Background: an optimization exercise with open tools, aiming at small area. Do not read the settings as production practice.
Function was checked by simulation only, so behaviour that the tests miss may differ from the original.

File: design/flow/config.mk
export PLATFORM = sky130hd
export DESIGN_NAME = cordic_pipeline_rtl
export DESIGN_NICKNAME = cordic_pipeline_rtl
export VERILOG_FILES = /design/flow/design.v
export SDC_FILE = /design/flow/constraint.sdc
export NUM_CORES = 4
export LEC_CHECK = 0
export CAP_MARGIN = 0
export CORE_MARGIN = 2
export CORE_UTILIZATION = 70
export CTS_CLUSTER_DIAMETER = 60
export CTS_CLUSTER_SIZE = 36
export GPL_TIMING_DRIVEN = 0
export PLACE_DENSITY = 0.75
export SLEW_MARGIN = 0
File: design/flow/constraint.sdc
create_clock -name core_clock -period 4.5 [get_ports {clock}]
set_input_delay 0.9000 -clock core_clock [delete_from_list [all_inputs] [get_ports {clock}]]
set_output_delay 0.9000 -clock core_clock [all_outputs]
set_load 0.01 [all_outputs]
File: design/flow/design.v
module cordic_pipeline_rtl( clock, reset, ce, angle_in, sin_out, cos_out, valid_out );
input clock, reset, ce;
input signed [11:0] angle_in;
output signed [11:0] sin_out, cos_out;
output valid_out;
reg [3:0] valid_cnt;
always @(posedge clock)
  if (reset == 1'b0) valid_cnt <= 4'd15;
  else if (ce && valid_cnt != 4'd0) valid_cnt <= valid_cnt - 4'd1;
assign valid_out = (valid_cnt == 4'd0);
wire sg_1 = angle_in[11];
wire [10:0] u_2 = angle_in[10:0] ^ {11{sg_1}};
wire e_3 = (u_2 >= 11'd804);
wire e_4 = e_3 ? (u_2 >= 11'd1279) : (u_2 >= 11'd329);
wire e_5 = e_3 ? (e_4 ? (u_2 >= 11'd1530) : (u_2 >= 11'd1028)) : (e_4 ? (u_2 >= 11'd580) : (u_2 >= 11'd78));
wire [13:0] E_6 = {sg_1, e_3, e_4, e_5, u_2[9:0]};
reg [13:0] l1_e;
wire [10:0] d_7;
wire [9:0] k_8 = (l1_e[12] ? (l1_e[11] ? (l1_e[10] ? 10'h207 : 10'h305) : (l1_e[10] ? 10'h3fd : 10'hfb)) : (l1_e[11] ? (l1_e[10] ? 10'h1bd : 10'h2bb) : (l1_e[10] ? 10'h3b3 : 10'hb1)));
wire [9:0] w_9 = l1_e[9:0] + k_8;
wire [6:0] sv_10 = (|w_9[9:8]) ? 7'd127 : w_9[7:1];
assign d_7[0] = ~l1_e[13];
assign d_7[1] = l1_e[12] ^ l1_e[13];
assign d_7[2] = l1_e[11] ^ l1_e[13];
assign d_7[3] = l1_e[10] ^ l1_e[13];
assign d_7[4] = sv_10[6] ^ l1_e[13];
assign d_7[5] = sv_10[5] ^ l1_e[13];
assign d_7[6] = sv_10[4] ^ l1_e[13];
assign d_7[7] = sv_10[3] ^ l1_e[13];
assign d_7[8] = sv_10[2] ^ l1_e[13];
assign d_7[9] = sv_10[1] ^ l1_e[13];
assign d_7[10] = sv_10[0] ^ l1_e[13];
reg [10:0] l2_d;
reg [10:0] l3_d;
reg [10:0] l4_d;
reg [10:0] l5_d;
reg [10:0] l6_d;
reg [10:0] l7_d;
reg [10:0] l8_d;
reg [10:0] l9_d;
wire signed [11:0] x_11 = (l9_d[4] ? (l9_d[3] ? (l9_d[2] ? (l9_d[1] ? (l9_d[0] ? 12'hf47 : 12'h68b) : (l9_d[0] ? 12'h4cd : 12'h481)) : (l9_d[1] ? (l9_d[0] ? 12'h271 : 12'h61d) : (l9_d[0] ? 12'h65b : 12'h1b7))) : (l9_d[2] ? (l9_d[1] ? (l9_d[0] ? 12'he9 : 12'h685) : (l9_d[0] ? 12'h5c3 : 12'h32f)) : (l9_d[1] ? (l9_d[0] ? 12'h3df : 12'h553) : (l9_d[0] ? 12'h695 : 12'h19)))) : (l9_d[3] ? (l9_d[2] ? (l9_d[1] ? (l9_d[0] ? 12'h19 : 12'h695) : (l9_d[0] ? 12'h553 : 12'h3df)) : (l9_d[1] ? (l9_d[0] ? 12'h32f : 12'h5c3) : (l9_d[0] ? 12'h685 : 12'he9))) : (l9_d[2] ? (l9_d[1] ? (l9_d[0] ? 12'h1b7 : 12'h65b) : (l9_d[0] ? 12'h61d : 12'h271)) : (l9_d[1] ? (l9_d[0] ? 12'h481 : 12'h4cd) : (l9_d[0] ? 12'h68b : 12'hf47)))));
wire signed [11:0] y_12 = (l9_d[4] ? (l9_d[3] ? (l9_d[2] ? (l9_d[1] ? (l9_d[0] ? 12'h68b : 12'hb9) : (l9_d[0] ? 12'h481 : 12'hb33)) : (l9_d[1] ? (l9_d[0] ? 12'h61d : 12'hd8f) : (l9_d[0] ? 12'h1b7 : 12'h9a5))) : (l9_d[2] ? (l9_d[1] ? (l9_d[0] ? 12'h685 : 12'hf17) : (l9_d[0] ? 12'h32f : 12'ha3d)) : (l9_d[1] ? (l9_d[0] ? 12'h553 : 12'hc21) : (l9_d[0] ? 12'h19 : 12'h96b)))) : (l9_d[3] ? (l9_d[2] ? (l9_d[1] ? (l9_d[0] ? 12'h695 : 12'hfe7) : (l9_d[0] ? 12'h3df : 12'haad)) : (l9_d[1] ? (l9_d[0] ? 12'h5c3 : 12'hcd1) : (l9_d[0] ? 12'he9 : 12'h97b))) : (l9_d[2] ? (l9_d[1] ? (l9_d[0] ? 12'h65b : 12'he49) : (l9_d[0] ? 12'h271 : 12'h9e3)) : (l9_d[1] ? (l9_d[0] ? 12'h4cd : 12'hb7f) : (l9_d[0] ? 12'hf47 : 12'h975)))));
wire signed [11:0] sy_x_13 = y_12 >>> 5;
wire signed [11:0] sx_x_13 = x_11 >>> 5;
wire tx_15_m = l9_d[5];
wire [8:0] tx_15_lo = {1'b0, x_11[6:0], tx_15_m} + {1'b0, y_12[11:5] ^ {7{tx_15_m}}, tx_15_m};
wire tx_15_sg = y_12[11] ^ tx_15_m;
wire [4:0] tx_15_hi = tx_15_sg ? (tx_15_lo[8] ? x_11[11:7] : x_11[11:7] - 1'b1) : (tx_15_lo[8] ? x_11[11:7] + 1'b1 : x_11[11:7]);
wire [12:0] tx_15 = {tx_15_hi, tx_15_lo[7:1], 1'b0};
wire ty_16_m = ~l9_d[5];
wire [8:0] ty_16_lo = {1'b0, y_12[6:0], ty_16_m} + {1'b0, x_11[11:5] ^ {7{ty_16_m}}, ty_16_m};
wire ty_16_sg = x_11[11] ^ ty_16_m;
wire [4:0] ty_16_hi = ty_16_sg ? (ty_16_lo[8] ? y_12[11:7] : y_12[11:7] - 1'b1) : (ty_16_lo[8] ? y_12[11:7] + 1'b1 : y_12[11:7]);
wire [12:0] ty_16 = {ty_16_hi, ty_16_lo[7:1], 1'b0};
wire signed [11:0] x_13 = tx_15[12:1];
wire signed [11:0] y_14 = ty_16[12:1];
reg signed [11:0] l10_x;
reg signed [11:0] l10_y;
reg [10:6] l10_d;
wire [10:0] dw_17 = {l10_d, 6'd0};
wire signed [11:0] sy_x_18 = l10_y >>> 6;
wire signed [11:0] sx_x_18 = l10_x >>> 6;
wire tx_20_m = dw_17[6];
wire [5:0] tx_20_b = l10_y[11:6] ^ {6{tx_20_m}};
wire [6:0] tx_20_cc;
wire [5:0] tx_20_lo;
assign tx_20_cc[0] = tx_20_m;
assign tx_20_lo = l10_x[5:0] ^ tx_20_b ^ tx_20_cc[5:0];
assign tx_20_cc[6:1] = (l10_x[5:0] & tx_20_b) | (l10_x[5:0] & tx_20_cc[5:0]) | (tx_20_b & tx_20_cc[5:0]);
wire tx_20_sg = l10_y[11] ^ tx_20_m;
wire [5:0] tx_20_hi = tx_20_sg ? (tx_20_cc[6] ? l10_x[11:6] : l10_x[11:6] - 1'b1) : (tx_20_cc[6] ? l10_x[11:6] + 1'b1 : l10_x[11:6]);
wire [12:0] tx_20 = {tx_20_hi, tx_20_lo, 1'b0};
wire ty_21_m = ~dw_17[6];
wire [5:0] ty_21_b = l10_x[11:6] ^ {6{ty_21_m}};
wire [6:0] ty_21_cc;
wire [5:0] ty_21_lo;
assign ty_21_cc[0] = ty_21_m;
assign ty_21_lo = l10_y[5:0] ^ ty_21_b ^ ty_21_cc[5:0];
assign ty_21_cc[6:1] = (l10_y[5:0] & ty_21_b) | (l10_y[5:0] & ty_21_cc[5:0]) | (ty_21_b & ty_21_cc[5:0]);
wire ty_21_sg = l10_x[11] ^ ty_21_m;
wire [5:0] ty_21_hi = ty_21_sg ? (ty_21_cc[6] ? l10_y[11:6] : l10_y[11:6] - 1'b1) : (ty_21_cc[6] ? l10_y[11:6] + 1'b1 : l10_y[11:6]);
wire [12:0] ty_21 = {ty_21_hi, ty_21_lo, 1'b0};
wire signed [11:0] x_18 = tx_20[12:1];
wire signed [11:0] y_19 = ty_21[12:1];
reg signed [11:0] l11_x;
reg signed [11:0] l11_y;
reg [10:7] l11_d;
wire [10:0] dw_22 = {l11_d, 7'd0};
wire signed [11:0] sy_x_23 = l11_y >>> 7;
wire signed [11:0] sx_x_23 = l11_x >>> 7;
wire tx_25_m = dw_22[7];
wire [4:0] tx_25_b = l11_y[11:7] ^ {5{tx_25_m}};
wire [5:0] tx_25_cc;
wire [4:0] tx_25_lo;
assign tx_25_cc[0] = tx_25_m;
assign tx_25_lo = l11_x[4:0] ^ tx_25_b ^ tx_25_cc[4:0];
assign tx_25_cc[5:1] = (l11_x[4:0] & tx_25_b) | (l11_x[4:0] & tx_25_cc[4:0]) | (tx_25_b & tx_25_cc[4:0]);
wire tx_25_sg = l11_y[11] ^ tx_25_m;
wire [6:0] tx_25_hi = tx_25_sg ? (tx_25_cc[5] ? l11_x[11:5] : l11_x[11:5] - 1'b1) : (tx_25_cc[5] ? l11_x[11:5] + 1'b1 : l11_x[11:5]);
wire [12:0] tx_25 = {tx_25_hi, tx_25_lo, 1'b0};
wire ty_26_m = ~dw_22[7];
wire [4:0] ty_26_b = l11_x[11:7] ^ {5{ty_26_m}};
wire [5:0] ty_26_cc;
wire [4:0] ty_26_lo;
assign ty_26_cc[0] = ty_26_m;
assign ty_26_lo = l11_y[4:0] ^ ty_26_b ^ ty_26_cc[4:0];
assign ty_26_cc[5:1] = (l11_y[4:0] & ty_26_b) | (l11_y[4:0] & ty_26_cc[4:0]) | (ty_26_b & ty_26_cc[4:0]);
wire ty_26_sg = l11_x[11] ^ ty_26_m;
wire [6:0] ty_26_hi = ty_26_sg ? (ty_26_cc[5] ? l11_y[11:5] : l11_y[11:5] - 1'b1) : (ty_26_cc[5] ? l11_y[11:5] + 1'b1 : l11_y[11:5]);
wire [12:0] ty_26 = {ty_26_hi, ty_26_lo, 1'b0};
wire signed [11:0] x_23 = tx_25[12:1];
wire signed [11:0] y_24 = ty_26[12:1];
reg signed [11:0] l12_x;
reg signed [11:0] l12_y;
reg [10:8] l12_d;
wire [10:0] dw_27 = {l12_d, 8'd0};
wire signed [11:0] sy_x_28 = l12_y >>> 8;
wire signed [11:0] sx_x_28 = l12_x >>> 8;
wire tx_30_m = dw_27[8];
wire [3:0] tx_30_b = l12_y[11:8] ^ {4{tx_30_m}};
wire [4:0] tx_30_cc;
wire [3:0] tx_30_lo;
assign tx_30_cc[0] = tx_30_m;
assign tx_30_lo = l12_x[3:0] ^ tx_30_b ^ tx_30_cc[3:0];
assign tx_30_cc[4:1] = (l12_x[3:0] & tx_30_b) | (l12_x[3:0] & tx_30_cc[3:0]) | (tx_30_b & tx_30_cc[3:0]);
wire tx_30_sg = l12_y[11] ^ tx_30_m;
wire [7:0] tx_30_hi = tx_30_sg ? (tx_30_cc[4] ? l12_x[11:4] : l12_x[11:4] - 1'b1) : (tx_30_cc[4] ? l12_x[11:4] + 1'b1 : l12_x[11:4]);
wire [12:0] tx_30 = {tx_30_hi, tx_30_lo, 1'b0};
wire ty_31_m = ~dw_27[8];
wire [3:0] ty_31_b = l12_x[11:8] ^ {4{ty_31_m}};
wire [4:0] ty_31_cc;
wire [3:0] ty_31_lo;
assign ty_31_cc[0] = ty_31_m;
assign ty_31_lo = l12_y[3:0] ^ ty_31_b ^ ty_31_cc[3:0];
assign ty_31_cc[4:1] = (l12_y[3:0] & ty_31_b) | (l12_y[3:0] & ty_31_cc[3:0]) | (ty_31_b & ty_31_cc[3:0]);
wire ty_31_sg = l12_x[11] ^ ty_31_m;
wire [7:0] ty_31_hi = ty_31_sg ? (ty_31_cc[4] ? l12_y[11:4] : l12_y[11:4] - 1'b1) : (ty_31_cc[4] ? l12_y[11:4] + 1'b1 : l12_y[11:4]);
wire [12:0] ty_31 = {ty_31_hi, ty_31_lo, 1'b0};
wire signed [11:0] x_28 = tx_30[12:1];
wire signed [11:0] y_29 = ty_31[12:1];
reg signed [11:0] l13_x;
reg signed [11:0] l13_y;
reg [10:9] l13_d;
wire [10:0] dw_32 = {l13_d, 9'd0};
wire signed [11:0] sy_x_33 = l13_y >>> 9;
wire signed [11:0] sx_x_33 = l13_x >>> 9;
wire tx_35_m = dw_32[9];
wire [2:0] tx_35_b = l13_y[11:9] ^ {3{tx_35_m}};
wire [3:0] tx_35_cc;
wire [2:0] tx_35_lo;
assign tx_35_cc[0] = tx_35_m;
assign tx_35_lo = l13_x[2:0] ^ tx_35_b ^ tx_35_cc[2:0];
assign tx_35_cc[3:1] = (l13_x[2:0] & tx_35_b) | (l13_x[2:0] & tx_35_cc[2:0]) | (tx_35_b & tx_35_cc[2:0]);
wire tx_35_sg = l13_y[11] ^ tx_35_m;
wire [8:0] tx_35_hi = tx_35_sg ? (tx_35_cc[3] ? l13_x[11:3] : l13_x[11:3] - 1'b1) : (tx_35_cc[3] ? l13_x[11:3] + 1'b1 : l13_x[11:3]);
wire [12:0] tx_35 = {tx_35_hi, tx_35_lo, 1'b0};
wire ty_36_m = ~dw_32[9];
wire [2:0] ty_36_b = l13_x[11:9] ^ {3{ty_36_m}};
wire [3:0] ty_36_cc;
wire [2:0] ty_36_lo;
assign ty_36_cc[0] = ty_36_m;
assign ty_36_lo = l13_y[2:0] ^ ty_36_b ^ ty_36_cc[2:0];
assign ty_36_cc[3:1] = (l13_y[2:0] & ty_36_b) | (l13_y[2:0] & ty_36_cc[2:0]) | (ty_36_b & ty_36_cc[2:0]);
wire ty_36_sg = l13_x[11] ^ ty_36_m;
wire [8:0] ty_36_hi = ty_36_sg ? (ty_36_cc[3] ? l13_y[11:3] : l13_y[11:3] - 1'b1) : (ty_36_cc[3] ? l13_y[11:3] + 1'b1 : l13_y[11:3]);
wire [12:0] ty_36 = {ty_36_hi, ty_36_lo, 1'b0};
wire signed [11:0] x_33 = tx_35[12:1];
wire signed [11:0] y_34 = ty_36[12:1];
wire signed [11:0] sy_x_37 = y_34 >>> 10;
wire signed [11:0] sx_x_37 = x_33 >>> 10;
wire tx_39_m = dw_32[10];
wire [1:0] tx_39_b = y_34[11:10] ^ {2{tx_39_m}};
wire [2:0] tx_39_cc;
wire [1:0] tx_39_lo;
assign tx_39_cc[0] = tx_39_m;
assign tx_39_lo = x_33[1:0] ^ tx_39_b ^ tx_39_cc[1:0];
assign tx_39_cc[2:1] = (x_33[1:0] & tx_39_b) | (x_33[1:0] & tx_39_cc[1:0]) | (tx_39_b & tx_39_cc[1:0]);
wire tx_39_sg = y_34[11] ^ tx_39_m;
wire [9:0] tx_39_hi = tx_39_sg ? (tx_39_cc[2] ? x_33[11:2] : x_33[11:2] - 1'b1) : (tx_39_cc[2] ? x_33[11:2] + 1'b1 : x_33[11:2]);
wire [12:0] tx_39 = {tx_39_hi, tx_39_lo, 1'b0};
wire ty_40_m = ~dw_32[10];
wire [1:0] ty_40_b = x_33[11:10] ^ {2{ty_40_m}};
wire [2:0] ty_40_cc;
wire [1:0] ty_40_lo;
assign ty_40_cc[0] = ty_40_m;
assign ty_40_lo = y_34[1:0] ^ ty_40_b ^ ty_40_cc[1:0];
assign ty_40_cc[2:1] = (y_34[1:0] & ty_40_b) | (y_34[1:0] & ty_40_cc[1:0]) | (ty_40_b & ty_40_cc[1:0]);
wire ty_40_sg = x_33[11] ^ ty_40_m;
wire [9:0] ty_40_hi = ty_40_sg ? (ty_40_cc[2] ? y_34[11:2] : y_34[11:2] - 1'b1) : (ty_40_cc[2] ? y_34[11:2] + 1'b1 : y_34[11:2]);
wire [12:0] ty_40 = {ty_40_hi, ty_40_lo, 1'b0};
wire signed [11:0] x_37 = tx_39[12:1];
wire signed [11:0] y_38 = ty_40[12:1];
reg signed [11:0] l14_x;
reg signed [11:0] l14_y;
wire signed [23:0] ex_41 = l14_x;
wire [11:0] u_44 = l14_x ^ 12'h800;
wire px_42_p_w1 = u_44[3] ^ u_44[1] ^ u_44[0];
wire px_42_p_w2 = (u_44[3] & u_44[1]) | (u_44[3] & u_44[0]) | (u_44[1] & u_44[0]);
wire px_42_p_w3 = u_44[4] ^ u_44[2] ^ u_44[1];
wire px_42_p_w4 = (u_44[4] & u_44[2]) | (u_44[4] & u_44[1]) | (u_44[2] & u_44[1]);
wire px_42_p_w5 = u_44[5] ^ u_44[3] ^ u_44[2];
wire px_42_p_w6 = (u_44[5] & u_44[3]) | (u_44[5] & u_44[2]) | (u_44[3] & u_44[2]);
wire px_42_p_w7 = u_44[6] ^ u_44[4] ^ u_44[3];
wire px_42_p_w8 = (u_44[6] & u_44[4]) | (u_44[6] & u_44[3]) | (u_44[4] & u_44[3]);
wire px_42_p_w9 = u_44[7] ^ u_44[5] ^ u_44[4];
wire px_42_p_w10 = (u_44[7] & u_44[5]) | (u_44[7] & u_44[4]) | (u_44[5] & u_44[4]);
wire px_42_p_w11 = u_44[8] ^ u_44[6] ^ u_44[5];
wire px_42_p_w12 = (u_44[8] & u_44[6]) | (u_44[8] & u_44[5]) | (u_44[6] & u_44[5]);
wire px_42_p_w13 = u_44[9] ^ u_44[7] ^ u_44[6];
wire px_42_p_w14 = (u_44[9] & u_44[7]) | (u_44[9] & u_44[6]) | (u_44[7] & u_44[6]);
wire px_42_p_w15 = u_44[4] ^ u_44[3] ^ u_44[0];
wire px_42_p_w16 = (u_44[4] & u_44[3]) | (u_44[4] & u_44[0]) | (u_44[3] & u_44[0]);
wire px_42_p_w17 = u_44[10] ^ u_44[8] ^ u_44[7];
wire px_42_p_w18 = (u_44[10] & u_44[8]) | (u_44[10] & u_44[7]) | (u_44[8] & u_44[7]);
wire px_42_p_w19 = u_44[5] ^ u_44[4] ^ u_44[1];
wire px_42_p_w20 = (u_44[5] & u_44[4]) | (u_44[5] & u_44[1]) | (u_44[4] & u_44[1]);
wire px_42_p_w21 = u_44[11] ^ u_44[9] ^ u_44[8];
wire px_42_p_w22 = (u_44[11] & u_44[9]) | (u_44[11] & u_44[8]) | (u_44[9] & u_44[8]);
wire px_42_p_w23 = u_44[6] ^ u_44[5] ^ u_44[2];
wire px_42_p_w24 = (u_44[6] & u_44[5]) | (u_44[6] & u_44[2]) | (u_44[5] & u_44[2]);
wire px_42_p_w25 = u_44[10] ^ u_44[9] ^ u_44[7];
wire px_42_p_w26 = (u_44[10] & u_44[9]) | (u_44[10] & u_44[7]) | (u_44[9] & u_44[7]);
wire px_42_p_w27 = u_44[6] ^ u_44[3] ^ 1'b1;
wire px_42_p_w28 = (u_44[6] & u_44[3]) | (u_44[6] & 1'b1) | (u_44[3] & 1'b1);
wire px_42_p_w29 = u_44[11] ^ u_44[10] ^ u_44[8];
wire px_42_p_w30 = (u_44[11] & u_44[10]) | (u_44[11] & u_44[8]) | (u_44[10] & u_44[8]);
wire px_42_p_w31 = u_44[11] ^ u_44[9] ^ u_44[8];
wire px_42_p_w32 = (u_44[11] & u_44[9]) | (u_44[11] & u_44[8]) | (u_44[9] & u_44[8]);
wire px_42_p_w33 = u_44[10] ^ u_44[9] ^ u_44[6];
wire px_42_p_w34 = (u_44[10] & u_44[9]) | (u_44[10] & u_44[6]) | (u_44[9] & u_44[6]);
wire px_42_p_w35 = u_44[11] ^ u_44[10] ^ u_44[7];
wire px_42_p_w36 = (u_44[11] & u_44[10]) | (u_44[11] & u_44[7]) | (u_44[10] & u_44[7]);
wire px_42_p_w37 = px_42_p_w4 ^ px_42_p_w5 ^ u_44[0];
wire px_42_p_w38 = (px_42_p_w4 & px_42_p_w5) | (px_42_p_w4 & u_44[0]) | (px_42_p_w5 & u_44[0]);
wire px_42_p_w39 = px_42_p_w6 ^ px_42_p_w7 ^ u_44[1];
wire px_42_p_w40 = (px_42_p_w6 & px_42_p_w7) | (px_42_p_w6 & u_44[1]) | (px_42_p_w7 & u_44[1]);
wire px_42_p_w41 = px_42_p_w8 ^ px_42_p_w9 ^ u_44[2];
wire px_42_p_w42 = (px_42_p_w8 & px_42_p_w9) | (px_42_p_w8 & u_44[2]) | (px_42_p_w9 & u_44[2]);
wire px_42_p_w43 = px_42_p_w10 ^ px_42_p_w11 ^ u_44[3];
wire px_42_p_w44 = (px_42_p_w10 & px_42_p_w11) | (px_42_p_w10 & u_44[3]) | (px_42_p_w11 & u_44[3]);
wire px_42_p_w45 = px_42_p_w12 ^ px_42_p_w13 ^ px_42_p_w15;
wire px_42_p_w46 = (px_42_p_w12 & px_42_p_w13) | (px_42_p_w12 & px_42_p_w15) | (px_42_p_w13 & px_42_p_w15);
wire px_42_p_w47 = px_42_p_w14 ^ px_42_p_w16 ^ px_42_p_w17;
wire px_42_p_w48 = (px_42_p_w14 & px_42_p_w16) | (px_42_p_w14 & px_42_p_w17) | (px_42_p_w16 & px_42_p_w17);
wire px_42_p_w49 = px_42_p_w18 ^ px_42_p_w20 ^ px_42_p_w21;
wire px_42_p_w50 = (px_42_p_w18 & px_42_p_w20) | (px_42_p_w18 & px_42_p_w21) | (px_42_p_w20 & px_42_p_w21);
wire px_42_p_w51 = px_42_p_w22 ^ px_42_p_w24 ^ px_42_p_w25;
wire px_42_p_w52 = (px_42_p_w22 & px_42_p_w24) | (px_42_p_w22 & px_42_p_w25) | (px_42_p_w24 & px_42_p_w25);
wire px_42_p_w53 = px_42_p_w26 ^ px_42_p_w28 ^ px_42_p_w29;
wire px_42_p_w54 = (px_42_p_w26 & px_42_p_w28) | (px_42_p_w26 & px_42_p_w29) | (px_42_p_w28 & px_42_p_w29);
wire px_42_p_w55 = px_42_p_w30 ^ px_42_p_w31 ^ u_44[5];
wire px_42_p_w56 = (px_42_p_w30 & px_42_p_w31) | (px_42_p_w30 & u_44[5]) | (px_42_p_w31 & u_44[5]);
wire px_42_p_w57 = px_42_p_w32 ^ px_42_p_w33 ^ 1'b1;
wire px_42_p_w58 = (px_42_p_w32 & px_42_p_w33) | (px_42_p_w32 & 1'b1) | (px_42_p_w33 & 1'b1);
wire px_42_p_w59 = px_42_p_w36 ^ u_44[11] ^ u_44[8];
wire px_42_p_w60 = (px_42_p_w36 & u_44[11]) | (px_42_p_w36 & u_44[8]) | (u_44[11] & u_44[8]);
wire px_42_p_w61 = px_42_p_w38 ^ px_42_p_w39 ^ u_44[0];
wire px_42_p_w62 = (px_42_p_w38 & px_42_p_w39) | (px_42_p_w38 & u_44[0]) | (px_42_p_w39 & u_44[0]);
wire px_42_p_w63 = px_42_p_w40 ^ px_42_p_w41 ^ u_44[1];
wire px_42_p_w64 = (px_42_p_w40 & px_42_p_w41) | (px_42_p_w40 & u_44[1]) | (px_42_p_w41 & u_44[1]);
wire px_42_p_w65 = px_42_p_w42 ^ px_42_p_w43 ^ u_44[2];
wire px_42_p_w66 = (px_42_p_w42 & px_42_p_w43) | (px_42_p_w42 & u_44[2]) | (px_42_p_w43 & u_44[2]);
wire px_42_p_w67 = px_42_p_w46 ^ px_42_p_w47 ^ px_42_p_w19;
wire px_42_p_w68 = (px_42_p_w46 & px_42_p_w47) | (px_42_p_w46 & px_42_p_w19) | (px_42_p_w47 & px_42_p_w19);
wire px_42_p_w69 = px_42_p_w48 ^ px_42_p_w49 ^ px_42_p_w23;
wire px_42_p_w70 = (px_42_p_w48 & px_42_p_w49) | (px_42_p_w48 & px_42_p_w23) | (px_42_p_w49 & px_42_p_w23);
wire px_42_p_w71 = px_42_p_w50 ^ px_42_p_w51 ^ px_42_p_w27;
wire px_42_p_w72 = (px_42_p_w50 & px_42_p_w51) | (px_42_p_w50 & px_42_p_w27) | (px_42_p_w51 & px_42_p_w27);
wire px_42_p_w73 = px_42_p_w52 ^ px_42_p_w53 ^ u_44[7];
wire px_42_p_w74 = (px_42_p_w52 & px_42_p_w53) | (px_42_p_w52 & u_44[7]) | (px_42_p_w53 & u_44[7]);
wire px_42_p_w75 = px_42_p_w58 ^ px_42_p_w34 ^ px_42_p_w35;
wire px_42_p_w76 = (px_42_p_w58 & px_42_p_w34) | (px_42_p_w58 & px_42_p_w35) | (px_42_p_w34 & px_42_p_w35);
wire px_42_p_w77 = px_42_p_w60 ^ u_44[9] ^ 1'b1;
wire px_42_p_w78 = (px_42_p_w60 & u_44[9]) | (px_42_p_w60 & 1'b1) | (u_44[9] & 1'b1);
wire px_42_p_w79 = px_42_p_w66 ^ px_42_p_w44 ^ px_42_p_w45;
wire px_42_p_w80 = (px_42_p_w66 & px_42_p_w44) | (px_42_p_w66 & px_42_p_w45) | (px_42_p_w44 & px_42_p_w45);
wire px_42_p_w81 = px_42_p_w68 ^ px_42_p_w69 ^ 1'b1;
wire px_42_p_w82 = (px_42_p_w68 & px_42_p_w69) | (px_42_p_w68 & 1'b1) | (px_42_p_w69 & 1'b1);
wire px_42_p_w83 = px_42_p_w72 ^ px_42_p_w73 ^ u_44[4];
wire px_42_p_w84 = (px_42_p_w72 & px_42_p_w73) | (px_42_p_w72 & u_44[4]) | (px_42_p_w73 & u_44[4]);
wire px_42_p_w85 = px_42_p_w74 ^ px_42_p_w54 ^ px_42_p_w55;
wire px_42_p_w86 = (px_42_p_w74 & px_42_p_w54) | (px_42_p_w74 & px_42_p_w55) | (px_42_p_w54 & px_42_p_w55);
wire px_42_p_w87 = px_42_p_w78 ^ u_44[10] ^ 1'b1;
wire px_42_p_w88 = (px_42_p_w78 & u_44[10]) | (px_42_p_w78 & 1'b1) | (u_44[10] & 1'b1);
wire px_42_p_w89 = px_42_p_w82 ^ px_42_p_w70 ^ px_42_p_w71;
wire px_42_p_w90 = (px_42_p_w82 & px_42_p_w70) | (px_42_p_w82 & px_42_p_w71) | (px_42_p_w70 & px_42_p_w71);
wire px_42_p_w91 = px_42_p_w86 ^ px_42_p_w56 ^ px_42_p_w57;
wire px_42_p_w92 = (px_42_p_w86 & px_42_p_w56) | (px_42_p_w86 & px_42_p_w57) | (px_42_p_w56 & px_42_p_w57);
wire px_42_p_w93 = (u_44[0] & 1'b0) | (u_44[0] & 1'b0) | (1'b0 & 1'b0);
wire px_42_p_w94 = (u_44[1] & 1'b0) | (u_44[1] & px_42_p_w93) | (1'b0 & px_42_p_w93);
wire px_42_p_w95 = (u_44[2] & u_44[0]) | (u_44[2] & px_42_p_w94) | (u_44[0] & px_42_p_w94);
wire px_42_p_w96 = (px_42_p_w1 & 1'b0) | (px_42_p_w1 & px_42_p_w95) | (1'b0 & px_42_p_w95);
wire px_42_p_w97 = (px_42_p_w2 & px_42_p_w3) | (px_42_p_w2 & px_42_p_w96) | (px_42_p_w3 & px_42_p_w96);
wire px_42_p_w98 = (px_42_p_w37 & 1'b0) | (px_42_p_w37 & px_42_p_w97) | (1'b0 & px_42_p_w97);
wire [15:0] px_42_p_w99 = {1'b1, px_42_p_w88, px_42_p_w87, px_42_p_w77, px_42_p_w76, px_42_p_w92, px_42_p_w91, px_42_p_w84, px_42_p_w90, px_42_p_w89, px_42_p_w81, px_42_p_w80, px_42_p_w79, px_42_p_w64, px_42_p_w62, px_42_p_w61} + {1'b0, u_44[11], 1'b0, 1'b0, px_42_p_w59, px_42_p_w75, 1'b0, px_42_p_w85, px_42_p_w83, 1'b0, 1'b0, px_42_p_w67, 1'b0, px_42_p_w65, px_42_p_w63, 1'b0} + px_42_p_w98;
wire [21:0] px_42_p = {px_42_p_w99, 6'd0};
wire signed [11:0] rx_43 = px_42_p[21:10];
wire signed [23:0] ey_100 = l14_y;
wire [11:0] u_103 = l14_y ^ 12'h800;
wire py_101_p_w1 = u_103[3] ^ u_103[1] ^ u_103[0];
wire py_101_p_w2 = (u_103[3] & u_103[1]) | (u_103[3] & u_103[0]) | (u_103[1] & u_103[0]);
wire py_101_p_w3 = u_103[4] ^ u_103[2] ^ u_103[1];
wire py_101_p_w4 = (u_103[4] & u_103[2]) | (u_103[4] & u_103[1]) | (u_103[2] & u_103[1]);
wire py_101_p_w5 = u_103[5] ^ u_103[3] ^ u_103[2];
wire py_101_p_w6 = (u_103[5] & u_103[3]) | (u_103[5] & u_103[2]) | (u_103[3] & u_103[2]);
wire py_101_p_w7 = u_103[6] ^ u_103[4] ^ u_103[3];
wire py_101_p_w8 = (u_103[6] & u_103[4]) | (u_103[6] & u_103[3]) | (u_103[4] & u_103[3]);
wire py_101_p_w9 = u_103[7] ^ u_103[5] ^ u_103[4];
wire py_101_p_w10 = (u_103[7] & u_103[5]) | (u_103[7] & u_103[4]) | (u_103[5] & u_103[4]);
wire py_101_p_w11 = u_103[8] ^ u_103[6] ^ u_103[5];
wire py_101_p_w12 = (u_103[8] & u_103[6]) | (u_103[8] & u_103[5]) | (u_103[6] & u_103[5]);
wire py_101_p_w13 = u_103[9] ^ u_103[7] ^ u_103[6];
wire py_101_p_w14 = (u_103[9] & u_103[7]) | (u_103[9] & u_103[6]) | (u_103[7] & u_103[6]);
wire py_101_p_w15 = u_103[4] ^ u_103[3] ^ u_103[0];
wire py_101_p_w16 = (u_103[4] & u_103[3]) | (u_103[4] & u_103[0]) | (u_103[3] & u_103[0]);
wire py_101_p_w17 = u_103[10] ^ u_103[8] ^ u_103[7];
wire py_101_p_w18 = (u_103[10] & u_103[8]) | (u_103[10] & u_103[7]) | (u_103[8] & u_103[7]);
wire py_101_p_w19 = u_103[5] ^ u_103[4] ^ u_103[1];
wire py_101_p_w20 = (u_103[5] & u_103[4]) | (u_103[5] & u_103[1]) | (u_103[4] & u_103[1]);
wire py_101_p_w21 = u_103[11] ^ u_103[9] ^ u_103[8];
wire py_101_p_w22 = (u_103[11] & u_103[9]) | (u_103[11] & u_103[8]) | (u_103[9] & u_103[8]);
wire py_101_p_w23 = u_103[6] ^ u_103[5] ^ u_103[2];
wire py_101_p_w24 = (u_103[6] & u_103[5]) | (u_103[6] & u_103[2]) | (u_103[5] & u_103[2]);
wire py_101_p_w25 = u_103[10] ^ u_103[9] ^ u_103[7];
wire py_101_p_w26 = (u_103[10] & u_103[9]) | (u_103[10] & u_103[7]) | (u_103[9] & u_103[7]);
wire py_101_p_w27 = u_103[6] ^ u_103[3] ^ 1'b1;
wire py_101_p_w28 = (u_103[6] & u_103[3]) | (u_103[6] & 1'b1) | (u_103[3] & 1'b1);
wire py_101_p_w29 = u_103[11] ^ u_103[10] ^ u_103[8];
wire py_101_p_w30 = (u_103[11] & u_103[10]) | (u_103[11] & u_103[8]) | (u_103[10] & u_103[8]);
wire py_101_p_w31 = u_103[11] ^ u_103[9] ^ u_103[8];
wire py_101_p_w32 = (u_103[11] & u_103[9]) | (u_103[11] & u_103[8]) | (u_103[9] & u_103[8]);
wire py_101_p_w33 = u_103[10] ^ u_103[9] ^ u_103[6];
wire py_101_p_w34 = (u_103[10] & u_103[9]) | (u_103[10] & u_103[6]) | (u_103[9] & u_103[6]);
wire py_101_p_w35 = u_103[11] ^ u_103[10] ^ u_103[7];
wire py_101_p_w36 = (u_103[11] & u_103[10]) | (u_103[11] & u_103[7]) | (u_103[10] & u_103[7]);
wire py_101_p_w37 = py_101_p_w4 ^ py_101_p_w5 ^ u_103[0];
wire py_101_p_w38 = (py_101_p_w4 & py_101_p_w5) | (py_101_p_w4 & u_103[0]) | (py_101_p_w5 & u_103[0]);
wire py_101_p_w39 = py_101_p_w6 ^ py_101_p_w7 ^ u_103[1];
wire py_101_p_w40 = (py_101_p_w6 & py_101_p_w7) | (py_101_p_w6 & u_103[1]) | (py_101_p_w7 & u_103[1]);
wire py_101_p_w41 = py_101_p_w8 ^ py_101_p_w9 ^ u_103[2];
wire py_101_p_w42 = (py_101_p_w8 & py_101_p_w9) | (py_101_p_w8 & u_103[2]) | (py_101_p_w9 & u_103[2]);
wire py_101_p_w43 = py_101_p_w10 ^ py_101_p_w11 ^ u_103[3];
wire py_101_p_w44 = (py_101_p_w10 & py_101_p_w11) | (py_101_p_w10 & u_103[3]) | (py_101_p_w11 & u_103[3]);
wire py_101_p_w45 = py_101_p_w12 ^ py_101_p_w13 ^ py_101_p_w15;
wire py_101_p_w46 = (py_101_p_w12 & py_101_p_w13) | (py_101_p_w12 & py_101_p_w15) | (py_101_p_w13 & py_101_p_w15);
wire py_101_p_w47 = py_101_p_w14 ^ py_101_p_w16 ^ py_101_p_w17;
wire py_101_p_w48 = (py_101_p_w14 & py_101_p_w16) | (py_101_p_w14 & py_101_p_w17) | (py_101_p_w16 & py_101_p_w17);
wire py_101_p_w49 = py_101_p_w18 ^ py_101_p_w20 ^ py_101_p_w21;
wire py_101_p_w50 = (py_101_p_w18 & py_101_p_w20) | (py_101_p_w18 & py_101_p_w21) | (py_101_p_w20 & py_101_p_w21);
wire py_101_p_w51 = py_101_p_w22 ^ py_101_p_w24 ^ py_101_p_w25;
wire py_101_p_w52 = (py_101_p_w22 & py_101_p_w24) | (py_101_p_w22 & py_101_p_w25) | (py_101_p_w24 & py_101_p_w25);
wire py_101_p_w53 = py_101_p_w26 ^ py_101_p_w28 ^ py_101_p_w29;
wire py_101_p_w54 = (py_101_p_w26 & py_101_p_w28) | (py_101_p_w26 & py_101_p_w29) | (py_101_p_w28 & py_101_p_w29);
wire py_101_p_w55 = py_101_p_w30 ^ py_101_p_w31 ^ u_103[5];
wire py_101_p_w56 = (py_101_p_w30 & py_101_p_w31) | (py_101_p_w30 & u_103[5]) | (py_101_p_w31 & u_103[5]);
wire py_101_p_w57 = py_101_p_w32 ^ py_101_p_w33 ^ 1'b1;
wire py_101_p_w58 = (py_101_p_w32 & py_101_p_w33) | (py_101_p_w32 & 1'b1) | (py_101_p_w33 & 1'b1);
wire py_101_p_w59 = py_101_p_w36 ^ u_103[11] ^ u_103[8];
wire py_101_p_w60 = (py_101_p_w36 & u_103[11]) | (py_101_p_w36 & u_103[8]) | (u_103[11] & u_103[8]);
wire py_101_p_w61 = py_101_p_w38 ^ py_101_p_w39 ^ u_103[0];
wire py_101_p_w62 = (py_101_p_w38 & py_101_p_w39) | (py_101_p_w38 & u_103[0]) | (py_101_p_w39 & u_103[0]);
wire py_101_p_w63 = py_101_p_w40 ^ py_101_p_w41 ^ u_103[1];
wire py_101_p_w64 = (py_101_p_w40 & py_101_p_w41) | (py_101_p_w40 & u_103[1]) | (py_101_p_w41 & u_103[1]);
wire py_101_p_w65 = py_101_p_w42 ^ py_101_p_w43 ^ u_103[2];
wire py_101_p_w66 = (py_101_p_w42 & py_101_p_w43) | (py_101_p_w42 & u_103[2]) | (py_101_p_w43 & u_103[2]);
wire py_101_p_w67 = py_101_p_w46 ^ py_101_p_w47 ^ py_101_p_w19;
wire py_101_p_w68 = (py_101_p_w46 & py_101_p_w47) | (py_101_p_w46 & py_101_p_w19) | (py_101_p_w47 & py_101_p_w19);
wire py_101_p_w69 = py_101_p_w48 ^ py_101_p_w49 ^ py_101_p_w23;
wire py_101_p_w70 = (py_101_p_w48 & py_101_p_w49) | (py_101_p_w48 & py_101_p_w23) | (py_101_p_w49 & py_101_p_w23);
wire py_101_p_w71 = py_101_p_w50 ^ py_101_p_w51 ^ py_101_p_w27;
wire py_101_p_w72 = (py_101_p_w50 & py_101_p_w51) | (py_101_p_w50 & py_101_p_w27) | (py_101_p_w51 & py_101_p_w27);
wire py_101_p_w73 = py_101_p_w52 ^ py_101_p_w53 ^ u_103[7];
wire py_101_p_w74 = (py_101_p_w52 & py_101_p_w53) | (py_101_p_w52 & u_103[7]) | (py_101_p_w53 & u_103[7]);
wire py_101_p_w75 = py_101_p_w58 ^ py_101_p_w34 ^ py_101_p_w35;
wire py_101_p_w76 = (py_101_p_w58 & py_101_p_w34) | (py_101_p_w58 & py_101_p_w35) | (py_101_p_w34 & py_101_p_w35);
wire py_101_p_w77 = py_101_p_w60 ^ u_103[9] ^ 1'b1;
wire py_101_p_w78 = (py_101_p_w60 & u_103[9]) | (py_101_p_w60 & 1'b1) | (u_103[9] & 1'b1);
wire py_101_p_w79 = py_101_p_w66 ^ py_101_p_w44 ^ py_101_p_w45;
wire py_101_p_w80 = (py_101_p_w66 & py_101_p_w44) | (py_101_p_w66 & py_101_p_w45) | (py_101_p_w44 & py_101_p_w45);
wire py_101_p_w81 = py_101_p_w68 ^ py_101_p_w69 ^ 1'b1;
wire py_101_p_w82 = (py_101_p_w68 & py_101_p_w69) | (py_101_p_w68 & 1'b1) | (py_101_p_w69 & 1'b1);
wire py_101_p_w83 = py_101_p_w72 ^ py_101_p_w73 ^ u_103[4];
wire py_101_p_w84 = (py_101_p_w72 & py_101_p_w73) | (py_101_p_w72 & u_103[4]) | (py_101_p_w73 & u_103[4]);
wire py_101_p_w85 = py_101_p_w74 ^ py_101_p_w54 ^ py_101_p_w55;
wire py_101_p_w86 = (py_101_p_w74 & py_101_p_w54) | (py_101_p_w74 & py_101_p_w55) | (py_101_p_w54 & py_101_p_w55);
wire py_101_p_w87 = py_101_p_w78 ^ u_103[10] ^ 1'b1;
wire py_101_p_w88 = (py_101_p_w78 & u_103[10]) | (py_101_p_w78 & 1'b1) | (u_103[10] & 1'b1);
wire py_101_p_w89 = py_101_p_w82 ^ py_101_p_w70 ^ py_101_p_w71;
wire py_101_p_w90 = (py_101_p_w82 & py_101_p_w70) | (py_101_p_w82 & py_101_p_w71) | (py_101_p_w70 & py_101_p_w71);
wire py_101_p_w91 = py_101_p_w86 ^ py_101_p_w56 ^ py_101_p_w57;
wire py_101_p_w92 = (py_101_p_w86 & py_101_p_w56) | (py_101_p_w86 & py_101_p_w57) | (py_101_p_w56 & py_101_p_w57);
wire py_101_p_w93 = (u_103[0] & 1'b0) | (u_103[0] & 1'b0) | (1'b0 & 1'b0);
wire py_101_p_w94 = (u_103[1] & 1'b0) | (u_103[1] & py_101_p_w93) | (1'b0 & py_101_p_w93);
wire py_101_p_w95 = (u_103[2] & u_103[0]) | (u_103[2] & py_101_p_w94) | (u_103[0] & py_101_p_w94);
wire py_101_p_w96 = (py_101_p_w1 & 1'b0) | (py_101_p_w1 & py_101_p_w95) | (1'b0 & py_101_p_w95);
wire py_101_p_w97 = (py_101_p_w2 & py_101_p_w3) | (py_101_p_w2 & py_101_p_w96) | (py_101_p_w3 & py_101_p_w96);
wire py_101_p_w98 = (py_101_p_w37 & 1'b0) | (py_101_p_w37 & py_101_p_w97) | (1'b0 & py_101_p_w97);
wire [15:0] py_101_p_w99 = {1'b1, py_101_p_w88, py_101_p_w87, py_101_p_w77, py_101_p_w76, py_101_p_w92, py_101_p_w91, py_101_p_w84, py_101_p_w90, py_101_p_w89, py_101_p_w81, py_101_p_w80, py_101_p_w79, py_101_p_w64, py_101_p_w62, py_101_p_w61} + {1'b0, u_103[11], 1'b0, 1'b0, py_101_p_w59, py_101_p_w75, 1'b0, py_101_p_w85, py_101_p_w83, 1'b0, 1'b0, py_101_p_w67, 1'b0, py_101_p_w65, py_101_p_w63, 1'b0} + py_101_p_w98;
wire [21:0] py_101_p = {py_101_p_w99, 6'd0};
wire signed [11:0] ry_102 = py_101_p[21:10];
reg signed [11:0] l15_c;
reg signed [11:0] l15_s;
assign cos_out = l15_c;
assign sin_out = l15_s;
always @(posedge clock)
  if (ce) begin
    l1_e <= E_6;
    l2_d <= d_7;
    l3_d <= l2_d;
    l4_d <= l3_d;
    l5_d <= l4_d;
    l6_d <= l5_d;
    l7_d <= l6_d;
    l8_d <= l7_d;
    l9_d <= l8_d;
    l10_x <= x_13;
    l10_y <= y_14;
    l10_d <= l9_d[10:6];
    l11_x <= x_18;
    l11_y <= y_19;
    l11_d <= dw_17[10:7];
    l12_x <= x_23;
    l12_y <= y_24;
    l12_d <= dw_22[10:8];
    l13_x <= x_28;
    l13_y <= y_29;
    l13_d <= dw_27[10:9];
    l14_x <= x_37;
    l14_y <= y_38;
    l15_c <= rx_43;
    l15_s <= ry_102;
  end
endmodule
File: design/flow/run.sh
#!/bin/bash
# synth_recipe.tcl (not shown) runs the flow's synth.tcl, then flattens the netlist and writes it again
# the make line also repeats each setting of config.mk as NAME=value (left out here)
make -C /OpenROAD-flow-scripts/flow DESIGN_CONFIG=/design/flow/config.mk WORK_HOME=/design/flow/orfs CLKGATE_MAP_FILE= SYNTH_SCRIPT=/design/flow/synth_recipe.tcl finish
==> metrics.md, run 1 <==
| Metric | Value |
|---|---|
| Status | `complete, no violations` |
| Syn Area/Cell | `approximately 12 um2` |
| H-tree depth | `1` |
| Core Util, Final | `0.804` |
| Post-route ant nets | `0` |
| Cell area after synthesis | `around 0.017 mm2` |
| Dominant cells by area after synthesis | `edfxtp_1, fa_1, xnor2_1, ha_1, inv_1` |
| GPL Wtd Cong | `between 0.8 and 0.9` |
| Hold EP | `l3_d[0]$_DFFE_PP_` |
| Synth area leader | `edfxtp_1` |
| Hold Fails Final Rpt | `0` |
| Critical R2R Launch | `l14_x[8]$_DFFE_PP_` |
| TritonRoute pass-1 iters | `7` |
| Worst-path maximum fanout | `5` |
| Top-count cell post-synth | `edfxtp_1` |
| Top FF cell, synth | `edfxtp_1` |
| Syn Nets | `approximately 1700` |
| Sequential fraction of the synthesis area | `0.459` |
| Met1 wire length | `12200 um` |
| Core Region | `between 0.02 and 0.025 mm2` |
| Multi-input gate area | `around 0.0086 mm2` |
| Die Area | `0.0258 mm2` |
| DRT iter0 DRCs | `759` |
| Max-Cap Viols | `0` |
| Simple-Gate Fraction of Synth Area | `0.102` |
| Reg2reg setup slack | `~0.09 ns` |
| Initial antenna violation count | `0` |
| Sequential Area | `0.00789 mm2` |
| Main combinational cell family by area after synthesis | `adder cells` |
| Post-synthesis mux area share | `0.00612` |
| Fill cell count | `1379` |
| Routed Wire Length | `approximately 32000 um` |
| Num ports | `40` |
| WP data required | `about 4.8 ns` |
| Cts hold-fix bufs | `0` |
| Share of layout cells above drive strength 1 | `0.0980` |
| Max Root-Sink Buffers | `3` |
| HPWL after DPL | `21900 um` |
| Area Overhead vs Synth | `13.1%` |
| CP Launch Type | `register` |
| Die Y | `roughly 160 um` |
| Worst hold slack | `between 0.3 and 0.4 ns` |
| Worst-margin pin slew | `1.01 ns` |
| Met3 wire length | `approximately 980 um` |
| Starting Density | `0.711` |
| Synth top area share | `0.454` |
| Synth cell types | `79` |
| R2r worst-path depth | `15` |
| Vias in the first global route | `11000` |
| Hold Path Class | `register to register` |
| Top cells by count, synth | `edfxtp_1, inv_1, xnor2_1, fa_1, nor2_1` |
| Clock Sinks | `264` |
| Clock Skew | `0.0615 ns` |
| First-pass GRT wire length | `52100 um` |
| Worst-skew pair later-pin latency | `between 0.5 and 0.6 ns` |
| Post-synthesis register bit count | `between 200 and 300` |
| Synth warnings | `1` |
| CTS tree | `done` |
| Area share of xor/xnor cells in the synthesized design | `0.113` |
| Worst Hold Path Cells | `0` |
| Top reg by flops | `l1_e` |
| Total CTS buffers | `22` |
| Mapped Cells | `1475` |
| Synth Area in Compound Gates | `0.0743` |
| FP Rows | `57` |
| Root Buffer | `clkbuf_16` |
| Highest routed layer | `met4` |
| Setup violations, final | `0` |
| Max FFs per register | `14` |
| Avg Vias per Cell | `5.75` |
| I/O Buffers | `39` |
| Tmin final | `4.41 ns` |
| Fmax | `roughly 230 MHz` |
| Relative slew slack | `0.321` |
| Final period util | `0.980` |
| CP Class | `register to register` |
| Final layout net count | `1774` |
| Aggregate global routing overflow | `0` |
| WL/cell | `approximately 17 um` |
| Chip width | `161 um` |
| Ys async rst share | `0` |
| Largest net degree at the start of global routing | `108` |
| WL met2 | `~18000 um` |
| Critical R2R Capture | `l15_c[10]$_DFFE_PP_` |
| Worst-path clk slew | `0.11 ns` |
| Origin of the worst min-delay path | `l2_d[0]$_DFFE_PP_` |
| Final Max Slew Viols | `0` |
| Arrival @ worst endpoint | `4.72 ns` |
| Diodes inserted | `0` |
| GRT Util Overall | `0.250` |
| CP Capture Type | `register` |
| DR DRC count | `0` |
| Via count of the routed design | `around 11000` |
| EDFF count, synth | `260` |
| Area share of fa/ha/maj cells after synthesis | `0.191` |
-- area by class of cell --
type	count	share of cell area
Buffer	33	0.00927
Clock buffer	22	0.0283
Clock inverter	17	0.0189
Inverter	208	0.0404
Multi-Input combinational cell	966	0.441
Sequential cell	264	0.406
Tap cell	324	0.0209
Timing Repair Buffer	72	0.0354
-- repair_timing --
action / 4_1_cts / 5_1_grt
resized for setup: 33 / 37
endpoints found under the hold margin: 0 / 0
pin swaps: 11 / 10
buffers inserted: 16 / 15
endpoints found under the setup margin: 28 / 26
-- logic make-up (layout without fill, tap and decap cells) --
| kind of cell | after synthesis | in the layout |
|---|---|---|
| compound gates | 195 | 195 |
| flops | 264 | 264 |
| buf+inv | 245 | 352 |
| fa+ha+maj | 197 | 197 |
| mux | 10 | 10 |
| xor+xnor | 215 | 215 |
| simple gates | 349 | 349 |
-- cell usage in the layout (no fill, tap or decap), types with 22 or more instances in the layout --
cell type,synthesis,final
xor2_1,68,68
edfxtp_1,260,260
nor3_1,35,31
nand3_1,27,27
nand2_1,86,86
clkdlybuf4s50_1,0,38
inv_1,204,194
nor2_1,89,87
o21ai_0,41,38
a21oi_1,47,43
clkbuf_16,0,22
fa_1,110,104
xnor2_1,142,139
buf_4,0,30
ha_1,82,78
-- worst max-delay path: stages, from the launching register on --
cell and delay [ns]:
edfxtp_1 0.41, buf_4 0.17, fa_1 0.54, inv_1 0.05, fa_1 0.48, inv_1 0.05
fa_1 0.37, inv_1 0.11, fa_2 0.23, fa_2 0.46, nand3b_1 0.23, nor4_4 0.27
nor3_2 0.10, o21ba_2 0.23, or3_1 0.33, xnor2_1 0.14
-- worst max path at each step --
stage / start / end / slack, ns / cells after the start
floorplan: l13_d[9]$_DFFE_PP_ / l14_x[11]$_DFFE_PP_ / 0.03 / 17
global placement: ce / valid_cnt[3]$_SDFFE_PN1P_ / -6.71 / 5
detailed placement: l14_y[5]$_DFFE_PP_ / l15_s[11]$_DFFE_PP_ / -0.44 / 14
CTS: l13_d[9]$_DFFE_PP_ / l14_x[11]$_DFFE_PP_ / 0.002 / 17
global route: l14_x[8]$_DFFE_PP_ / l15_c[10]$_DFFE_PP_ / -0.04 / 15
finish: l14_x[8]$_DFFE_PP_ / l15_c[10]$_DFFE_PP_ / 0.09 / 15
-- per-stage QoR --
step | cell area, um2 | TNS (ns) | worst slack (ns) | std cells
2_1_floorplan | 17200 | 0 | 0.0323 | 1475
3_3_place_gp | 18000 | -1463.00 | -6.71 | 1838
3_5_place_dp | 18000 | -3.89 | -0.441 | 1840
4_1_cts | 19200 | 0 | 0.00158 | 1894
5_1_grt | 19400 | -0.0979 | -0.0381 | 1906
6_report | 19400 | 0 | 0.0912 | 1906
-- per-layer routing --
layer | track usage | up-vias
li1 | - | 5255
met1 | 0.284 | 5361
met2 | 0.492 | 262
met3 | 0.0227 | 73
met4 | 0.0803 | 0
met5 | 0 | -
==> run 2, diff against run 1 <==
--- a/design/flow/config.mk
+++ b/design/flow/config.mk
@@ -8,8 +8,8 @@
 export CAP_MARGIN = 0
 export CORE_MARGIN = 2
 export CORE_UTILIZATION = 70
-export CTS_CLUSTER_DIAMETER = 60
-export CTS_CLUSTER_SIZE = 36
+export CTS_CLUSTER_DIAMETER = 100
+export CTS_CLUSTER_SIZE = 30
 export GPL_TIMING_DRIVEN = 0
 export PLACE_DENSITY = 0.75
 export SLEW_MARGIN = 0
==> run 2 against run 1 <==
Still clean. Core utilization shrank 2.1 points. Cell count shrank 0.63%. Count of clock-buffer cells in the layout shrank 4. Worst setup slack lost 0.026 ns. Critical path type unchanged. Largest cell class unchanged.
==> metrics.md, run 2 <==
| Metric | Value |
|---|---|
| WL/cell | `15.9 um (-6.1%)` |
| Synth cell types | `79 (unchanged)` |
| Final layout net count | `1770 (-0.23%)` |
| CP Launch Type | `register` |
| Num ports | `40 (unchanged)` |
| Worst-path clk slew | `0.11 ns (about the same)` |
| DRT iter0 DRCs | `616 (-19%)` |
| Clock Sinks | `264 (unchanged)` |
| Slowest stage delay, CP | `0.56 ns (+0.02 ns)` |
| Placement Setup Slack | `-0.441 ns (unchanged)` |
| Hold Path Class | `register to register` |
| Diodes inserted | `0 (unchanged)` |
| I/O Buffers | `39 (unchanged)` |
| Ys async rst share | `0 (unchanged)` |
| FP Rows | `57 (unchanged)` |
| Dominant cells by area after synthesis | `edfxtp_1, fa_1, xnor2_1, ha_1, inv_1` |
| Die Y | `161 um (unchanged)` |
| Vias in the first global route | `10700 (-2.9%)` |
| Initial antenna violation count | `0 (unchanged)` |
| Syn Nets | `1682 (unchanged)` |
| Cell mode on critical path | `fa_1` |
| Commonest non-fill, non-tap cell in the layout | `edfxtp_1` |
| Top FF cell, synth | `edfxtp_1` |
| Synth area leader | `edfxtp_1` |
| CTS tree | `done` |
| Top-count cell post-synth | `edfxtp_1` |
| WP data required | `4.74 ns (-0.07 ns)` |
| Avg Vias per Cell | `5.64 (-1.9%)` |
| Top cells by count, synth | `edfxtp_1, inv_1, xnor2_1, fa_1, nor2_1` |
| Routed Wire Length | `30200 um (-6.7%)` |
| Final Max Slew Viols | `0 (unchanged)` |
| CP Capture Type | `register` |
| Worst-skew pair later-pin latency | `0.50 ns (-0.06 ns)` |
| Worst-margin pin slew | `0.948 ns (-0.0625 ns)` |
| Max FFs per register | `14 (unchanged)` |
| Worst-path maximum fanout | `7 (+2)` |
| Core Util, Final | `0.782 (-0.0213)` |
| Synth top area share | `0.454 (unchanged)` |
| Aggregate global routing overflow | `0 (unchanged)` |
| Post-route cell area | `0.0189 mm2 (-2.6%)` |
| Post-route ant nets | `0 (unchanged)` |
| Via count of the routed design | `10700 (-2.5%)` |
| Hold Fails Final Rpt | `0 (unchanged)` |
| TritonRoute pass-1 iters | `4 (-3)` |
| Root Buffer | `clkbuf_16` |
| Synth warnings | `1 (unchanged)` |
| Slowest CP cell | `or4_1` |
| Top reg by flops | `l1_e` |
| Area Overhead vs Synth | `10.1%` |
| Area of placed instances | `0.0180 mm2 (unchanged)` |
| CP cell instances | `buf_6 > xnor2_1 > fa_1 > inv_1 > fa_1 > or4_1 > nor2_1 > a21oi_1 > xnor2_2 > mux2i_1 > fa_1 > nor2_1 > nand3_1 > o22ai_1 > xor2_1` |
| Worst hold slack | `0.417 ns (+0.0408 ns)` |
| Max Root-Sink Buffers | `3 (unchanged)` |
| First-pass GRT wire length | `49500 um (-4.9%)` |
| Fmax | `225 MHz (-0.59%)` |
| Relative slew slack | `0.363 (+0.0420)` |
| CP Class | `register to register` |
| Mapped Cells | `1475 (unchanged)` |
| Status | `complete, no violations` |
| Chip width | `161 um (unchanged)` |
| RSZ-0062 raised after global routing | `yes` |
| DR DRC count | `0 (unchanged)` |
| H-tree depth | `1 (unchanged)` |
| Total CTS buffers | `13 (-41%)` |
| Max-Cap Viols | `0 (unchanged)` |
| Clock Skew | `0.0359 ns (-0.0256 ns)` |
| Setup ws final | `0.0651 ns (-0.0261 ns)` |
| Core Region | `0.0242 mm2 (unchanged)` |
| Final period util | `0.986 (+0.00579)` |
| GPL Wtd Cong | `0.897 (unchanged)` |
| GRT Util Overall | `0.236 (-0.0138)` |
| Post-synthesis register bit count | `264 (unchanged)` |
| Share of layout cells above drive strength 1 | `0.0796 (-0.0184)` |
| HPWL after DPL | `21900 um (unchanged)` |
| Sequential fraction of the synthesis area | `0.459 (unchanged)` |
| Tmin final | `4.43 ns (+0.0261 ns)` |
| EDFF count, synth | `260 (unchanged)` |
| Largest net degree at the start of global routing | `108 (unchanged)` |
| Cell area after synthesis | `0.0172 mm2 (unchanged)` |
| Setup violations, final | `0 (unchanged)` |
| Die Area | `0.0258 mm2 (unchanged)` |
| Arrival @ worst endpoint | `4.67 ns (-0.05 ns)` |
| Syn Area/Cell | `11.7 um2 (unchanged)` |
| Most frequent cells in the layout | `edfxtp_1, inv_1, xnor2_1, fa_1, nor2_1` |
| Starting Density | `0.711 (unchanged)` |
==> run 2: cell families (layout without fill, tap and decap cells) <==
family,Yosys count,in the layout,share of synthesized area
muxes,10,10,0.00612
DFF,264,264,0.459
xor gates and xnor gates,215,215,0.113
buffers and inverters,245,340,0.0551
adders and majority gates,197,197,0.191
and+or+nand+nor,349,349,0.102
AOI/OAI and AO/OA,195,195,0.0743
==> run 2: critical path: cells and delay by family, from the launching register on <==
family	cells	cell delay, ns
simple gates	4	1.19
buf+inv	2	0.21
xor+xnor	3	0.66
flops	1	0.39
mux	1	0.14
fa+ha+maj	3	1.21
compound gates	2	0.37
==> run 2: layout make-up <==
cell class              count  area [um2]
repair buffers             78         744
clock inverters             4        52.6
plain buffers              32         170
well taps                 324         405
multi-input cells         966        8530
inverters                 208         785
clock buffers              18         344
fillers                  1459        5260
flip-flops and latches    264        7890
==> run 2: metal layers <==
metal | routed length [um] | vias up | track usage
met4 | 886 | 0 | 0.0807
met2 | 16800 | 206 | 0.459
met1 | 11700 | 5167 | 0.272
met3 | 768 | 70 | 0.0204
li1 | - | 5237 | -
met5 | 0 | - | 0
==> run 2: worst paths after layout <==
| check | start | to | slack (ns) | depth (start not counted) |
|---|---|---|---|---|
| worst max-delay path | l13_d[9]$_DFFE_PP_ | l14_y[10]$_DFFE_PP_ | 0.07 | 15 |
| worst min-delay path | l2_d[5]$_DFFE_PP_ | l3_d[5]$_DFFE_PP_ | 0.42 | 0 |
| worst max register to register | l13_d[9]$_DFFE_PP_ | l14_y[10]$_DFFE_PP_ | 0.07 | 15 |
| worst min register to register | l2_d[5]$_DFFE_PP_ | l3_d[5]$_DFFE_PP_ | 0.42 | 0 |
==> run 2: repair_timing <==
action	4_1_cts	5_1_grt
pin swaps	7	11
hold buffers	0	0
buffers inserted	12	25
resized for setup	24	33
setup endpoints to repair	23	29
==> run 2: metrics by stage <==
| stage | instances | TNS [ns] |
|---|---|---|
| 5_1_grt | 1894 | -0.220 |
| 6_report | 1894 | 0 |
| 3_5_place_dp | 1840 | -3.89 |
| 2_1_floorplan | 1475 | 0 |
| 4_1_cts | 1872 | 0 |
| 3_3_place_gp | 1838 | -1463.00 |
==> run 3, diff against run 2 <==
--- a/design/flow/config.mk
+++ b/design/flow/config.mk
@@ -7,9 +7,6 @@
 export LEC_CHECK = 0
 export CAP_MARGIN = 0
 export CORE_MARGIN = 2
-export CORE_UTILIZATION = 70
-export CTS_CLUSTER_DIAMETER = 100
-export CTS_CLUSTER_SIZE = 30
+export CORE_UTILIZATION = 60
 export GPL_TIMING_DRIVEN = 0
-export PLACE_DENSITY = 0.75
 export SLEW_MARGIN = 0
==> run 3 against run 2 <==
Critical path depth increased by 3. Critical endpoint is now l14_x[10]$_DFFE_PP_. Worst hold slack worse by 0.0027 ns. Highest routed layer unchanged. Clock skew fell by 0.011 ns. Largest cell class unchanged. Die area grew 16%. Worst setup slack gained 0.12 ns. Critical path type unchanged.
==> metrics.md, run 3 <==
| Metric | Value |
|---|---|
| Post-route ant nets | `0 (unchanged)` |
| Relative slew slack | `0.329 (-0.0340)` |
| Synth top area share | `0.454 (unchanged)` |
| Most frequent cells in the layout | `edfxtp_1, inv_1, xnor2_1, fa_1, nor2_1` |
| Via count of the routed design | `10600 (-1.1%)` |
| EDFF count, synth | `260 (unchanged)` |
| Tmin final | `4.32 ns (-0.119 ns)` |
| Synth Area in Compound Gates | `0.0743 (unchanged)` |
| Die Area | `0.0300 mm2 (+16%)` |
| Clock Sinks | `264 (unchanged)` |
| FP Rows | `61 (+7.0%)` |
| Chip width | `173 um (+7.8%)` |
| Max FFs per register | `14 (unchanged)` |
| Cell area after synthesis | `0.0172 mm2 (unchanged)` |
| Synth cell types | `79 (unchanged)` |
| CTS tree | `done` |
| Fmax | `232 MHz (+2.8%)` |
| Hold Path Class | `register to register` |
| WL/cell | `14.6 um (-8.2%)` |
| First-pass GRT wire length | `48700 um (-1.6%)` |
| Post-route cell area | `0.0194 mm2 (+2.7%)` |
| Post-Route Setup TNS | `0 ns (unchanged)` |
| Post-synthesis mux area share | `0.00612 (unchanged)` |
| Synth area leader | `edfxtp_1` |
| TritonRoute pass-1 iters | `5 (+1)` |
| Simple-Gate Fraction of Synth Area | `0.102 (unchanged)` |
| Final layout net count | `1773 (+0.17%)` |
| Total CTS buffers | `30 (+17)` |
| GRT Util Overall | `0.195 (-0.0411)` |
| DRT iter0 DRCs | `383 (-38%)` |
| Commonest non-fill, non-tap cell in the layout | `edfxtp_1` |
| Ys async rst share | `0 (unchanged)` |
| Worst-skew pair later-pin latency | `0.56 ns (+0.06 ns)` |
| Status | `complete, no violations` |
| Diodes inserted | `0 (unchanged)` |
| Worst-path clk slew | `0.06 ns (-0.05 ns)` |
| CP Class | `register to register` |
| Cts hold-fix bufs | `0 (unchanged)` |
| I/O Buffers | `39 (unchanged)` |
| Root Buffer | `clkbuf_16` |
| Top reg by flops | `l1_e` |
| Vias in the first global route | `10500 (-1.6%)` |
| Main combinational cell family by area after synthesis | `adder cells` |
| Max Root-Sink Buffers | `3 (unchanged)` |
| Area Overhead vs Synth | `13.0%` |
| Final period util | `0.959 (-0.0265)` |
| Area share of fa/ha/maj cells after synthesis | `0.191 (unchanged)` |
| Starting Density | `0.614 (-0.0973)` |
| CP Launch Type | `register` |
| Num ports | `40 (unchanged)` |
| GPL Wtd Cong | `0.887 (-1.1%)` |
| Die Y | `173 um (+7.8%)` |
| Share of layout cells above drive strength 1 | `0.0895 (+0.00992)` |
| Hold Fails Final Rpt | `0 (unchanged)` |
| Largest net degree at the start of global routing | `134 (+24%)` |
| Aggregate global routing overflow | `0 (unchanged)` |
| Post-synthesis register bit count | `264 (unchanged)` |
| H-tree depth | `1 (unchanged)` |
| Syn Area/Cell | `11.7 um2 (unchanged)` |
| Arrival @ worst endpoint | `4.63 ns (-0.04 ns)` |
| Sequential fraction of the synthesis area | `0.459 (unchanged)` |
| Clock Skew | `0.0254 ns (-0.0105 ns)` |
| Mapped Cells | `1475 (unchanged)` |
| Avg Vias per Cell | `5.38 (-4.6%)` |
| Synth warnings | `1 (unchanged)` |
| Final cell count without fillers | `1964 (+3.7%)` |
| Area of placed instances | `0.0181 mm2 (+0.22%)` |
| CP Capture Type | `register` |
| Max-Cap Viols | `0 (unchanged)` |
| Core Region | `0.0280 mm2 (+16%)` |
| Worst-margin pin slew | `0.999 ns (+0.0507 ns)` |
| Setup violations, final | `0 (unchanged)` |
| Top cells by count, synth | `edfxtp_1, inv_1, xnor2_1, fa_1, nor2_1` |
| Worst-path maximum fanout | `10 (+3)` |
| Placement Setup Slack | `-0.390 ns (+0.0515 ns)` |
| Placed cells | `1893 (+2.9%)` |
| Dominant cells by area after synthesis | `edfxtp_1, fa_1, xnor2_1, ha_1, inv_1` |
| HPWL after DPL | `21200 um (-3.2%)` |
| WP data required | `4.81 ns (+0.07 ns)` |
| Top FF cell, synth | `edfxtp_1` |
| Final Max Slew Viols | `0 (unchanged)` |
| Top-count cell post-synth | `edfxtp_1` |
| DR DRC count | `0 (unchanged)` |
| Core Util, Final | `0.693 (-0.0891)` |
| Routed Wire Length | `28800 um (-4.8%)` |
| Setup ws final | `0.184 ns (+0.119 ns)` |
| Area share of xor/xnor cells in the synthesized design | `0.113 (unchanged)` |
| Syn Nets | `1682 (unchanged)` |
| Initial antenna violation count | `0 (unchanged)` |
## run 3: repair_timing
action | in CTS | in global routing
gates resized for setup | 14 | 40
setup buffers | 12 | 13
endpoints found under the setup margin | 26 | 30
endpoints found under the hold margin | 0 | 0
pin swaps | 5 | 4
## run 3: kinds of logic (layout without fill, tap and decap cells)
| group | after synthesis | after routing |
|---|---|---|
| compound gates | 195 | 195 |
| xor+xnor | 215 | 215 |
| fa+ha+maj | 197 | 197 |
| buf+inv | 245 | 356 |
| flops | 264 | 264 |
| mux | 10 | 10 |
| simple gates | 349 | 349 |
## run 3: critical path, stage by stage (launching register included)
cell	delay (ns)
edfxtp_1	0.37
buf_6	0.15
nand2_1	0.07
o21ai_0	0.13
fa_2	0.37
fa_1	0.35
clkbuf_4	0.17
nand2b_1	0.15
or4_4	0.45
a22oi_4	0.25
xnor3_2	0.31
buf_4	0.15
buf_4	0.16
buf_4	0.16
nor4_4	0.31
buf_4	0.17
nand3_2	0.08
a22oi_2	0.20
xor2_1	0.08
## run 3: per-stage QoR
| stage | hold slack (ns) |
|---|---|
| 2_1_floorplan | 0.400 |
| 5_1_grt | 0.421 |
| 3_5_place_dp | 0.405 |
| 4_1_cts | 0.418 |
| 6_report | 0.414 |
| 3_3_place_gp | 0.401 |
## run 3: routing by layer
layer  vias up  part of all wire  wire length, um  GRT usage
met5         -                 0                0          0
li1       5261                 -                -          -
met2       179              0.54            15600      0.377
met1      5073              0.40            11600      0.226
met3        52             0.032              915     0.0254
met4         0             0.022              643     0.0530
## run 3: layout make-up
class,instances,area (um2)
fill,2029,8590
multi-input combinational,966,8530
sequential,264,7890
inverter,208,783
clock buffer,34,766
timing repair buffer,65,611
tap,378,473
clock inverter,18,209
buffer,31,160
## run 3: path summary, 6_finish.rpt
path / start / endpoint / slack (ns) / cells after the start
hold reg to reg: l11_d[10]$_DFFE_PP_ / l12_d[10]$_DFFE_PP_ / 0.41 / 0
setup reg to reg: l13_x[9]$_DFFE_PP_ / l14_x[10]$_DFFE_PP_ / 0.18 / 18
setup / recovery: l13_x[9]$_DFFE_PP_ / l14_x[10]$_DFFE_PP_ / 0.18 / 18
hold / removal: l11_d[10]$_DFFE_PP_ / l12_d[10]$_DFFE_PP_ / 0.41 / 0

## separate check: timing with driven ports
Ports are ideal in the flow. The routed layouts listed here were re-timed in OpenROAD.
Step 1 (the two cells are an assumption about what drives the block):
set clk [get_ports {clock}]
set_driving_cell -lib_cell sky130_fd_sc_hd__clkbuf_16 $clk
set_driving_cell -lib_cell sky130_fd_sc_hd__buf_2 [delete_from_list [all_inputs] $clk]
Step 2 times the ports against the registers' clock, not the clock port: input delays grow and output delays shrink by t, the midpoint of the rising clock arrivals with the driver on.
a / b / c = ideal ports / drivers / drivers and shift; a / b = the first two.
run | shift t [ns] | slack for setup (ns) | worst setup path at the end | pins driven straight from the clock port
run 1 | 0.581 | 0.091 / 0.091 / 0.091 | register to register | 1
run 2 | 0.532 | 0.065 / 0.065 / 0.065 | register to register | 1
run 3 | 0.597 | 0.184 / 0.184 / 0.184 | register to register | 1
After both steps setup and hold are still met in every run listed.
